Context: an optimization exercise on an open-source flow, tuned for small area. The choices shown serve that exercise and are no tape-out recipe.
At most, simulation tests tie the RTL to the original design; equivalence was not proved.

==> yarrow: inputs <==
## mips_exu
module mips_exu (
	input         clk,
	input         rst_n,
	input         in_valid,
	input  [31:0] in_instr,
	output reg        res_valid,
	output reg [31:0] res_data,
	output reg        res_zero
);
==> module exu_ao22, before the edit <==
module exu_ao22(input a1, b1, a2, b2, output y);
	assign y = (a1 & b1) | (a2 & b2);
endmodule
==> module mips_exu, before the edit <==
module mips_exu (
	input         clk,
	input         rst_n,
	input         in_valid,
	input  [31:0] in_instr,
	output reg        res_valid,
	output reg [31:0] res_data,
	output reg        res_zero
);
	wire [5:0]  op    = in_instr[31:26];
	wire [4:0]  rs    = in_instr[25:21];
	wire [4:0]  rt    = in_instr[20:16];
	wire [4:0]  rd    = in_instr[15:11];
	wire [4:0]  shamt = in_instr[10:6];
	wire [5:0]  func  = in_instr[5:0];
	wire [15:0] imm   = in_instr[15:0];
	wire op_r    = (op == 6'd0);
	wire imm_sext = (op == 6'd8) || (op == 6'd10) || (op == 6'd35) || (op == 6'd43);
	wire imm_zext = (op == 6'd12) || (op == 6'd13) || (op == 6'd14);
	wire use_imm  = imm_sext || imm_zext;
	wire writes   = op_r || (op == 6'd8) || (op == 6'd10) || imm_zext;
	wire wen      = in_valid && writes;
	wire [4:0] wreg = op_r ? rd : rt;
	wire [31:0] imm_ext = {{16{imm[15] & ~imm_zext}}, imm};
	reg  [31:0] regs [0:31];
	reg  [31:0] valid;            
	wire [31:0] alu_out;
	wire [31:0] busX, busY;
	wire [3:0] loX, loY, nloW;
	wire [7:0] hiX, hiY, nhiW;
	genvar g;
	generate
		for (g = 0; g < 4; g = g + 1) begin : g_lo
			assign loX[g]  = (rs[1:0] == g);
			assign loY[g]  = (rt[1:0] == g);
			assign nloW[g] = ~(wreg[1:0] == g);
		end
		for (g = 0; g < 8; g = g + 1) begin : g_hi
			assign hiX[g]  = (rs[4:2] == g);
			assign hiY[g]  = (rt[4:2] == g && !use_imm);
			assign nhiW[g] = ~(wreg[4:2] == g && wen);
		end
	endgenerate
	wire [31:0] selX, selY, we, nwe;
	generate
		for (g = 0; g < 32; g = g + 1) begin : g_reg
			exu_and3 u_sx(.a(valid[g]), .b(hiX[g/4]), .c(loX[g%4]), .y(selX[g]));
			exu_and3 u_sy(.a(valid[g]), .b(hiY[g/4]), .c(loY[g%4]), .y(selY[g]));
			exu_nor2 u_we(.a(nhiW[g/4]), .b(nloW[g%4]), .y(we[g]));
			exu_or2  u_nwe(.a(nhiW[g/4]), .b(nloW[g%4]), .y(nwe[g]));
			wire valid_d;
			exu_or2  u_vd(.a(we[g]), .b(valid[g]), .y(valid_d));
			wire [31:0] regs_d;
			genvar k;
			for (k = 0; k < 32; k = k + 1) begin : g_hold
				exu_ao22 u_h(.a1(we[g]), .b1(alu_out[k]), .a2(nwe[g]), .b2(regs[g][k]), .y(regs_d[k]));
			end
			always @(posedge clk)
				regs[g] <= regs_d;
			always @(posedge clk or negedge rst_n)
				if (!rst_n)
					valid[g] <= 1'b0;
				else
					valid[g] <= valid_d;
		end
	endgenerate
	generate
		for (g = 0; g < 32; g = g + 1) begin : g_rd
			wire [31:0] col;
			genvar k;
			for (k = 0; k < 32; k = k + 1) begin : g_col
				assign col[k] = regs[k][g];
			end
			exu_rdbit u_rx(.d({col[31], col}), .sel({selX[31], selX}), .q(busX[g]));
			exu_rdbit u_ry(.d({imm_ext[g], col}), .sel({use_imm, selY}), .q(busY[g]));
		end
	endgenerate
	wire alu_zero;
	exu_alu u_alu(
		.op(op), .func(func), .shamt(shamt), .x(busX), .y(busY),
		.out(alu_out), .zero(alu_zero)
	);
	always @(posedge clk or negedge rst_n) begin
		if (!rst_n)
			res_valid <= 1'b0;
		else
			res_valid <= in_valid;
	end
	always @(posedge clk) begin
		res_data <= alu_out;
		res_zero <= alu_zero;
	end
endmodule
==> module exu_and3, before the edit <==
module exu_and3(input a, b, c, output y);
	assign y = a & b & c;
endmodule
==> module exu_or2, before the edit <==
module exu_or2(input a, b, output y);
	assign y = a | b;
endmodule
==> flow/config.mk <==
export PLATFORM = sky130hd
export DESIGN_NAME = mips_exu
export DESIGN_NICKNAME = mips_exu
export VERILOG_FILES = /design/flow/design.v
export SDC_FILE = /design/flow/constraint.sdc
export NUM_CORES = 4
export LEC_CHECK = 0
export CAP_MARGIN = 10
export CORE_MARGIN = 2
export CORE_UTILIZATION = 48
export CTS_BUF_LIST = sky130_fd_sc_hd__clkbuf_8
export CTS_CLUSTER_DIAMETER = 80
export CTS_CLUSTER_SIZE = 16
export PLACE_DENSITY = 0.6
export SLEW_MARGIN = 10
export SYNTH_HIERARCHICAL = 1
export SYNTH_MINIMUM_KEEP_SIZE = 0
==> flow/constraint.sdc <==
create_clock -name core_clock -period 12.0 [get_ports {clk}]
set_input_delay 2.4000 -clock core_clock [delete_from_list [all_inputs] [get_ports {clk}]]
set_output_delay 2.4000 -clock core_clock [all_outputs]
set_load 0.01 [all_outputs]
standard.sh (not shown) runs the stock make flow with config.mk's settings and CLKGATE_MAP_FILE= SYNTH_SCRIPT=/design/flow/synth_recipe.tcl, a recipe that flattens the netlist after the stock synthesis.
==> flow/flow/run.sh <==
#!/bin/bash
# The standard layout (standard.sh, the standard flow's own ORFS run) with two changes
# to how cells are added after synthesis:
#  - ports are buffered with the smallest buffer rather than ORFS's default,
#  - clock tree synthesis runs without dummy loads (the clock is far from
#    critical, so the skew they balance does not matter).
# make's full output goes to flow_make.log here; each ORFS step also keeps its
# own log under orfs/logs/.
set -euo pipefail
bash standard.sh \
	"BUFFER_PORTS_ARGS=-buffer_cell sky130_fd_sc_hd__buf_1" \
	"CTS_ARGS=-sink_clustering_enable -repair_clock_nets -dont_use_dummy_load -buf_list sky130_fd_sc_hd__clkbuf_8 -sink_clustering_size 16 -sink_clustering_max_diameter 80" \
	finish > flow_make.log 2>&1
==> lagoon: changes against yarrow <==
--- a/flow/design.v
+++ b/flow/design.v
@@ -33,5 +33,2 @@
 endmodule
-module exu_ao22(input a1, b1, a2, b2, output y);
-	assign y = (a1 & b1) | (a2 & b2);
-endmodule
 module exu_or2(input a, b, output y);
@@ -378,3 +375,3 @@
 	endgenerate
-	wire [31:0] selX, selY, we, nwe;
+	wire [31:0] selX, selY, we;
 	generate
@@ -384,12 +381,6 @@
 			exu_nor2 u_we(.a(nhiW[g/4]), .b(nloW[g%4]), .y(we[g]));
-			exu_or2  u_nwe(.a(nhiW[g/4]), .b(nloW[g%4]), .y(nwe[g]));
 			wire valid_d;
 			exu_or2  u_vd(.a(we[g]), .b(valid[g]), .y(valid_d));
-			wire [31:0] regs_d;
-			genvar k;
-			for (k = 0; k < 32; k = k + 1) begin : g_hold
-				exu_ao22 u_h(.a1(we[g]), .b1(alu_out[k]), .a2(nwe[g]), .b2(regs[g][k]), .y(regs_d[k]));
-			end
 			always @(posedge clk)
-				regs[g] <= regs_d;
+				if (we[g]) regs[g] <= alu_out;
 			always @(posedge clk or negedge rst_n)
==> flow/run.sh (new file) <==
#!/bin/bash
# synth_recipe.tcl (not shown) runs the flow's synth.tcl, then flattens the netlist and writes it again
# the make line also repeats each setting of config.mk as NAME=value (left out here)
make -C /OpenROAD-flow-scripts/flow DESIGN_CONFIG=/design/flow/config.mk WORK_HOME=/design/flow/orfs CLKGATE_MAP_FILE= SYNTH_SCRIPT=/design/flow/synth_recipe.tcl finish
Settings changed: CORE_UTILIZATION 48 to 50.
removed: flow/flow/run.sh
removed: flow/standard.sh
==> delta: changes against yarrow <==
--- a/flow/design.v
+++ b/flow/design.v
@@ -30,11 +30,2 @@
 endmodule
-module exu_and3(input a, b, c, output y);
-	assign y = a & b & c;
-endmodule
-module exu_ao22(input a1, b1, a2, b2, output y);
-	assign y = (a1 & b1) | (a2 & b2);
-endmodule
-module exu_or2(input a, b, output y);
-	assign y = a | b;
-endmodule
 module exu_rdbit(
@@ -360,44 +351,9 @@
 	reg  [31:0] regs [0:31];
-	reg  [31:0] valid;            
+	reg  [31:0] valid;
 	wire [31:0] alu_out;
 	wire [31:0] busX, busY;
-	wire [3:0] loX, loY, nloW;
-	wire [7:0] hiX, hiY, nhiW;
+	wire [31:0] selX = valid & (32'd1 << rs);
+	wire [31:0] selY = valid & (32'd1 << rt) & {32{!use_imm}};
 	genvar g;
 	generate
-		for (g = 0; g < 4; g = g + 1) begin : g_lo
-			assign loX[g]  = (rs[1:0] == g);
-			assign loY[g]  = (rt[1:0] == g);
-			assign nloW[g] = ~(wreg[1:0] == g);
-		end
-		for (g = 0; g < 8; g = g + 1) begin : g_hi
-			assign hiX[g]  = (rs[4:2] == g);
-			assign hiY[g]  = (rt[4:2] == g && !use_imm);
-			assign nhiW[g] = ~(wreg[4:2] == g && wen);
-		end
-	endgenerate
-	wire [31:0] selX, selY, we, nwe;
-	generate
-		for (g = 0; g < 32; g = g + 1) begin : g_reg
-			exu_and3 u_sx(.a(valid[g]), .b(hiX[g/4]), .c(loX[g%4]), .y(selX[g]));
-			exu_and3 u_sy(.a(valid[g]), .b(hiY[g/4]), .c(loY[g%4]), .y(selY[g]));
-			exu_nor2 u_we(.a(nhiW[g/4]), .b(nloW[g%4]), .y(we[g]));
-			exu_or2  u_nwe(.a(nhiW[g/4]), .b(nloW[g%4]), .y(nwe[g]));
-			wire valid_d;
-			exu_or2  u_vd(.a(we[g]), .b(valid[g]), .y(valid_d));
-			wire [31:0] regs_d;
-			genvar k;
-			for (k = 0; k < 32; k = k + 1) begin : g_hold
-				exu_ao22 u_h(.a1(we[g]), .b1(alu_out[k]), .a2(nwe[g]), .b2(regs[g][k]), .y(regs_d[k]));
-			end
-			always @(posedge clk)
-				regs[g] <= regs_d;
-			always @(posedge clk or negedge rst_n)
-				if (!rst_n)
-					valid[g] <= 1'b0;
-				else
-					valid[g] <= valid_d;
-		end
-	endgenerate
-	generate
 		for (g = 0; g < 32; g = g + 1) begin : g_rd
@@ -411,2 +367,14 @@
 		end
+	endgenerate
+	generate
+		for (g = 0; g < 32; g = g + 1) begin : g_reg
+			wire we = wen && (wreg == g);
+			always @(posedge clk)
+				if (we) regs[g] <= alu_out;
+			always @(posedge clk or negedge rst_n)
+				if (!rst_n)
+					valid[g] <= 1'b0;
+				else if (we)
+					valid[g] <= 1'b1;
+		end
 	endgenerate
==> flow/run.sh (new file) <==
#!/bin/bash
# synth_recipe.tcl (not shown) runs the flow's synth.tcl, then flattens the netlist and writes it again
# the make line also repeats each setting of config.mk as NAME=value (left out here)
make -C /OpenROAD-flow-scripts/flow DESIGN_CONFIG=/design/flow/config.mk WORK_HOME=/design/flow/orfs CLKGATE_MAP_FILE= SYNTH_SCRIPT=/design/flow/synth_recipe.tcl finish
Settings changed: CAP_MARGIN 10 to 20, CORE_UTILIZATION 48 to 55, PLACE_DENSITY 0.6 to 0.65, SLEW_MARGIN 10 to 20.
removed: flow/flow/run.sh
removed: flow/standard.sh
==> maple: changes against yarrow <==
--- a/flow/design.v
+++ b/flow/design.v
@@ -33,5 +33,2 @@
 endmodule
-module exu_ao22(input a1, b1, a2, b2, output y);
-	assign y = (a1 & b1) | (a2 & b2);
-endmodule
 module exu_or2(input a, b, output y);
@@ -378,3 +375,3 @@
 	endgenerate
-	wire [31:0] selX, selY, we, nwe;
+	wire [31:0] selX, selY, we;
 	generate
@@ -384,12 +381,6 @@
 			exu_nor2 u_we(.a(nhiW[g/4]), .b(nloW[g%4]), .y(we[g]));
-			exu_or2  u_nwe(.a(nhiW[g/4]), .b(nloW[g%4]), .y(nwe[g]));
 			wire valid_d;
 			exu_or2  u_vd(.a(we[g]), .b(valid[g]), .y(valid_d));
-			wire [31:0] regs_d;
-			genvar k;
-			for (k = 0; k < 32; k = k + 1) begin : g_hold
-				exu_ao22 u_h(.a1(we[g]), .b1(alu_out[k]), .a2(nwe[g]), .b2(regs[g][k]), .y(regs_d[k]));
-			end
 			always @(posedge clk)
-				regs[g] <= regs_d;
+				if (we[g]) regs[g] <= alu_out;
 			always @(posedge clk or negedge rst_n)
==> flow/flow/run.sh (replaced) <==
#!/bin/bash
# The standard layout (standard.sh, the standard flow's own ORFS run) with three changes
# to how cells are added after synthesis:
#  - ports are buffered with the smallest buffer rather than ORFS's default,
#  - clock tree synthesis runs without dummy loads (the clock is far from
#    critical, so the skew they balance does not matter),
#  - after global routing, cells on paths with positive slack are downsized
#    (ORFS's RECOVER_POWER step).
# make's full output goes to flow_make.log here; each ORFS step also keeps its
# own log under orfs/logs/.
set -euo pipefail
bash standard.sh \
	"BUFFER_PORTS_ARGS=-buffer_cell sky130_fd_sc_hd__buf_1" \
	"CTS_ARGS=-sink_clustering_enable -repair_clock_nets -dont_use_dummy_load -buf_list sky130_fd_sc_hd__clkbuf_8 -sink_clustering_size 16 -sink_clustering_max_diameter 80" \
	"RECOVER_POWER=100" \
	finish > flow_make.log 2>&1
Settings changed: CORE_UTILIZATION 48 to 50.
==> out/results.ini <==
[cells_and_area]
seq_area_um2 = 32200
num-nonclk-inverters = 45

[status]
outcome = no timing/DRC/antenna violations

[yosys]
synth.cell_area_um2 = 47200

[critical_path]
crit_required_ps = 12310

[floorplanning]
dieHeight_um = 297

The numbers above come from delta.

==> out/results.ini <==
[cells_and_area]
seq_area_um2 = 32200
num-nonclk-inverters = 23

[status]
failed_checks = max-capacitance violations, max-slew violations
outcome = complete, but fails checks

[run]
max_cap_viol_count = 49

[yosys]
synth.cell_area_um2 = 46700

[placed_design]
dp_hpwl_mm = 124

[floorplanning]
dieHeight_um = 309

[critical_path]
crit_required_ps = 12290
r2r-end = regs[24][30]

[timing]
slew_viol_final = 1523

The numbers above come from maple.

==> out/results.ini <==
[cells_and_area]
num-nonclk-inverters = 23
seq_area_um2 = 22000

[critical_path]
crit_required_ps = 12660

[yosys]
synth.cell_area_um2 = 45600

[grt]
grt.met3_usage_pct = 14.5

[floorplanning]
dieHeight_um = 312

[status]
outcome = no timing/DRC/antenna violations

[timing]
holdWs_ps = 492

[power_and_ir_drop]
seqPwrFrac_pct = 63.6

The numbers above come from yarrow.

==> out/results.ini <==
[cells_and_area]
num-nonclk-inverters = 23
seq_area_um2 = 32200

[status]
outcome = no timing/DRC/antenna violations

[yosys]
synth.cell_area_um2 = 46700
synthCells = 2840

[clock_network]
insertion_delay_ps = 790

[critical_path]
r2r_start = valid[15]

The numbers above come from lagoon.

No functional check of the RTL was part of delta.

[what the ideal ports hide]
No port has a modelled driver above. Below, the same layouts with a new extraction and two added sets of constraints.
Step 1 assumes that a clkbuf_16 drives the clock port and a buf_2 every other input.
Step 2 adds t to the input delays and takes it off the output delays; t is the mean of the earliest and latest rising clock arrival at the registers after step 1. Input paths then give back, and output paths get back, about the clock's delay inside the block.
Slacks: no drivers / after step 1 / after step 2; pairs: no drivers / after step 1.
run	t, ns	setup WS [ns]	worst setup path at the end
yarrow	0.834	0.959 / 1.005 / 0.171	input to register
lagoon	0.828	0.834 / 0.818 / -0.009	input to register
delta	0.833	1.023 / 1.062 / 0.229	input to register
maple	0.814	0.783 / 0.710 / -0.104	input to register
For maple, which loses most, drivers alone change the setup slack by -0.073 ns; drivers and shift together by -0.887 ns.
